This design comes from an exercise in tuning for small area on the open sky130 flow, not from production work. Where RTL was checked, it was by simulation tests only, not by an equivalence proof against the original. Power is estimated from default activity; no workload was simulated.

==> module cfg_test_top, before the edit <==
module cfg_test_top(
    input             clk ,
    input             rstn ,
    input      [31:0] addr ,
    input      [31:0] wdata ,
    output reg [31:0] rdata ,
    output            rdata_vld ,
    input             wr ,
    input             rd
);
wire [5:0] a = addr[5:0];
reg        rd_count_mode;
reg        sample_mode;
reg [31:0] r02, r03, r04, r10, r11, r12, r13, r14;
wire [31:0] wd = wdata & {32{rstn}};
wire        ld = wr | ~rstn;
always @(posedge clk) begin
    if (ld && (!rstn || a == 6'h00)) rd_count_mode <= wd[0];
    if (ld && (!rstn || a == 6'h01)) sample_mode   <= wd[0];
    if (ld && (!rstn || a == 6'h02)) r02 <= wd;
    if (ld && (!rstn || a == 6'h03)) r03 <= wd;
    if (ld && (!rstn || a == 6'h04)) r04 <= wd;
    if (ld && (!rstn || a == 6'h10)) r10 <= wd;
    if (ld && (!rstn || a == 6'h11)) r11 <= wd;
    if (ld && (!rstn || a == 6'h12)) r12 <= wd;
    if (ld && (!rstn || a == 6'h13)) r13 <= wd;
    if (ld && (!rstn || a == 6'h14)) r14 <= wd;
end
reg [31:0] p1;
reg        rst_d;
always @(posedge clk) begin
    p1    <= r02;
    rst_d <= ~rstn;
end
reg  [18:0] up;
reg         s_prev;
wire        s = |up[18:7] | (up[6:5] == 2'b11 & |up[4:2]);    
always @(posedge clk) begin
    up     <= rstn ? up + 19'd1 : 19'd0;
    s_prev <= s;
end
wire e = s & ~s_prev;
reg  [31:0] acc;
wire        is23 = (a == 6'h23);
wire [31:0] acc_inc = acc + {31'd0, sample_mode ? s : e};
always @(posedge clk) begin
    if (!rstn || (wr && is23))
        acc <= wd;
    else if (rd && is23 && !rd_count_mode)
        acc <= 32'd0;
    else
        acc <= acc_inc;
end
reg  [31:0] x;
always @(posedge clk)
    x <= (a[0] ? acc : p1) + {31'd0, a[0] ? (sample_mode & s) : 1'b1};
reg  [5:0] ar;
reg        v1, v2;
always @(posedge clk) begin
    ar <= {a[5:1], a[0] | (rst_d & a[5] & ~a[1])};
    v1 <= rd;
    v2 <= v1;
end
assign rdata_vld = v2;
always @(posedge clk) begin
    case (ar)
        6'h00: rdata <= {31'd0, rd_count_mode};
        6'h01: rdata <= {31'd0, sample_mode};
        6'h02: rdata <= r02;
        6'h03: rdata <= r03;
        6'h04: rdata <= r04;
        6'h10: rdata <= r10;
        6'h11: rdata <= r11;
        6'h12: rdata <= r12;
        6'h13: rdata <= r13;
        6'h14: rdata <= r14;
        6'h20: rdata <= x;
        6'h21: rdata <= 32'h1;
        6'h22: rdata <= 32'h0;
        6'h23: rdata <= x;
        default: rdata <= 32'hF0F0F0F0;
    endcase
end
endmodule
export LEC_CHECK = 0
export CAP_MARGIN = 20
export CORE_MARGIN = 2
export CORE_UTILIZATION = 40
export CTS_BUF_LIST = sky130_fd_sc_hd__clkbuf_8
export CTS_CLUSTER_DIAMETER = 60
export CTS_CLUSTER_SIZE = 14
export SLEW_MARGIN = 20
create_clock -name core_clock -period 5.0 [get_ports {clk}]
standard.sh (not shown) runs the stock make flow with config.mk's settings and CLKGATE_MAP_FILE= SYNTH_SCRIPT=/design/flow/synth_recipe.tcl, a recipe that flattens the netlist after the stock synthesis.
==> flow/flow/run.sh <==
#!/bin/bash
set -euo pipefail
work=$(pwd)
rm -rf "$work/scripts"
mkdir -p "$work/scripts"
cp -r "$FLOW_HOME/scripts/." "$work/scripts/"
cp "$work/flow/abc.script" "$work/scripts/abc_speed.script"
export SCRIPTS_DIR="$work/scripts"
export BUFFER_PORTS_ARGS="-buffer_cell sky130_fd_sc_hd__buf_1"
bash standard.sh > "$work/orfs_make.log" 2>&1
==> flow/flow/abc.script <==
&get -n
&st
&syn2
&dch
&nf -a -R 1000
&put
Next try:
--- a/flow/design.v
+++ b/flow/design.v
@@ -24,16 +24,13 @@
     if (ld && (!rstn || a == 6'h11)) r11 <= wd;
     if (ld && (!rstn || a == 6'h12)) r12 <= wd;
     if (ld && (!rstn || a == 6'h13)) r13 <= wd;
     if (ld && (!rstn || a == 6'h14)) r14 <= wd;
 end
-reg [31:0] p1;
 reg        rst_d;
-always @(posedge clk) begin
-    p1    <= r02;
+always @(posedge clk)
     rst_d <= ~rstn;
-end
 reg  [18:0] up;
 reg         s_prev;
 wire        s = |up[18:7] | (up[6:5] == 2'b11 & |up[4:2]);    
 always @(posedge clk) begin
     up     <= rstn ? up + 19'd1 : 19'd0;
@@ -49,14 +46,15 @@
     else if (rd && is23 && !rd_count_mode)
         acc <= 32'd0;
     else
         acc <= acc_inc;
 end
+reg  [5:0] ar;
 reg  [31:0] x;
+wire [31:0] p1 = (ar == 6'h02) ? x : r02;
 always @(posedge clk)
-    x <= (a[0] ? acc : p1) + {31'd0, a[0] ? (sample_mode & s) : 1'b1};
-reg  [5:0] ar;
+    x <= (a[0] ? acc : (a[5] ? p1 : r02)) + {31'd0, a[0] ? (sample_mode & s) : a[5]};
 reg        v1, v2;
 always @(posedge clk) begin
     ar <= {a[5:1], a[0] | (rst_d & a[5] & ~a[1])};
     v1 <= rd;
     v2 <= v1;
Power went down by 2.4%.
Flip-flop and latch count fell by 32.
Wire length is lower by 1.1%.
Die area decreases by 2.6%.
Worst setup slack degrades by 0.10 ns.
Fmax came out lower by about 2.4%.
Count of clock-buffer cells in the layout went down by 2.
Clock skew decreases by 0.011 ns.
Utilization is higher by 0.71 points.
Via count increases by about 2.4%.
Cell area went down by about 1.3%.
Sequential power fell by 6.7%.
Global-route usage stays flat.
Hold slack gets better by 0.0050 ns.
Only the layout flow was run in the second run of this note; the RTL was not checked for function there.

==> afterwards: timing with drivers on the ports <==
The flow's constraints put no driver on any port. The routed layouts listed below were extracted and timed again, unchanged, in two steps. Step 1, drivers: a clkbuf_16 drives clk and a buf_2 each remaining input, both assumed. Step 2 moves the port delays by t, midway between the first and last clock arrival at a register: inputs arrive t later, outputs are due t later. That takes back most of the time a late clock gives input paths. Slacks: ideal / step 1 / step 2; pairs: ideal / step 1.
run	t (ns)	setup slack, ns	worst setup path at the end	cell pins on the clock port's net
the first run	0.616	0.925 / 0.926 / 0.310	input to register	1
the second run	0.605	0.825 / 0.815 / 0.211	input to register	1
After both steps setup and hold are still met in every run listed. For the first run, which loses most, drivers alone change the setup slack by +0.001 ns; drivers and shift together by -0.615 ns.
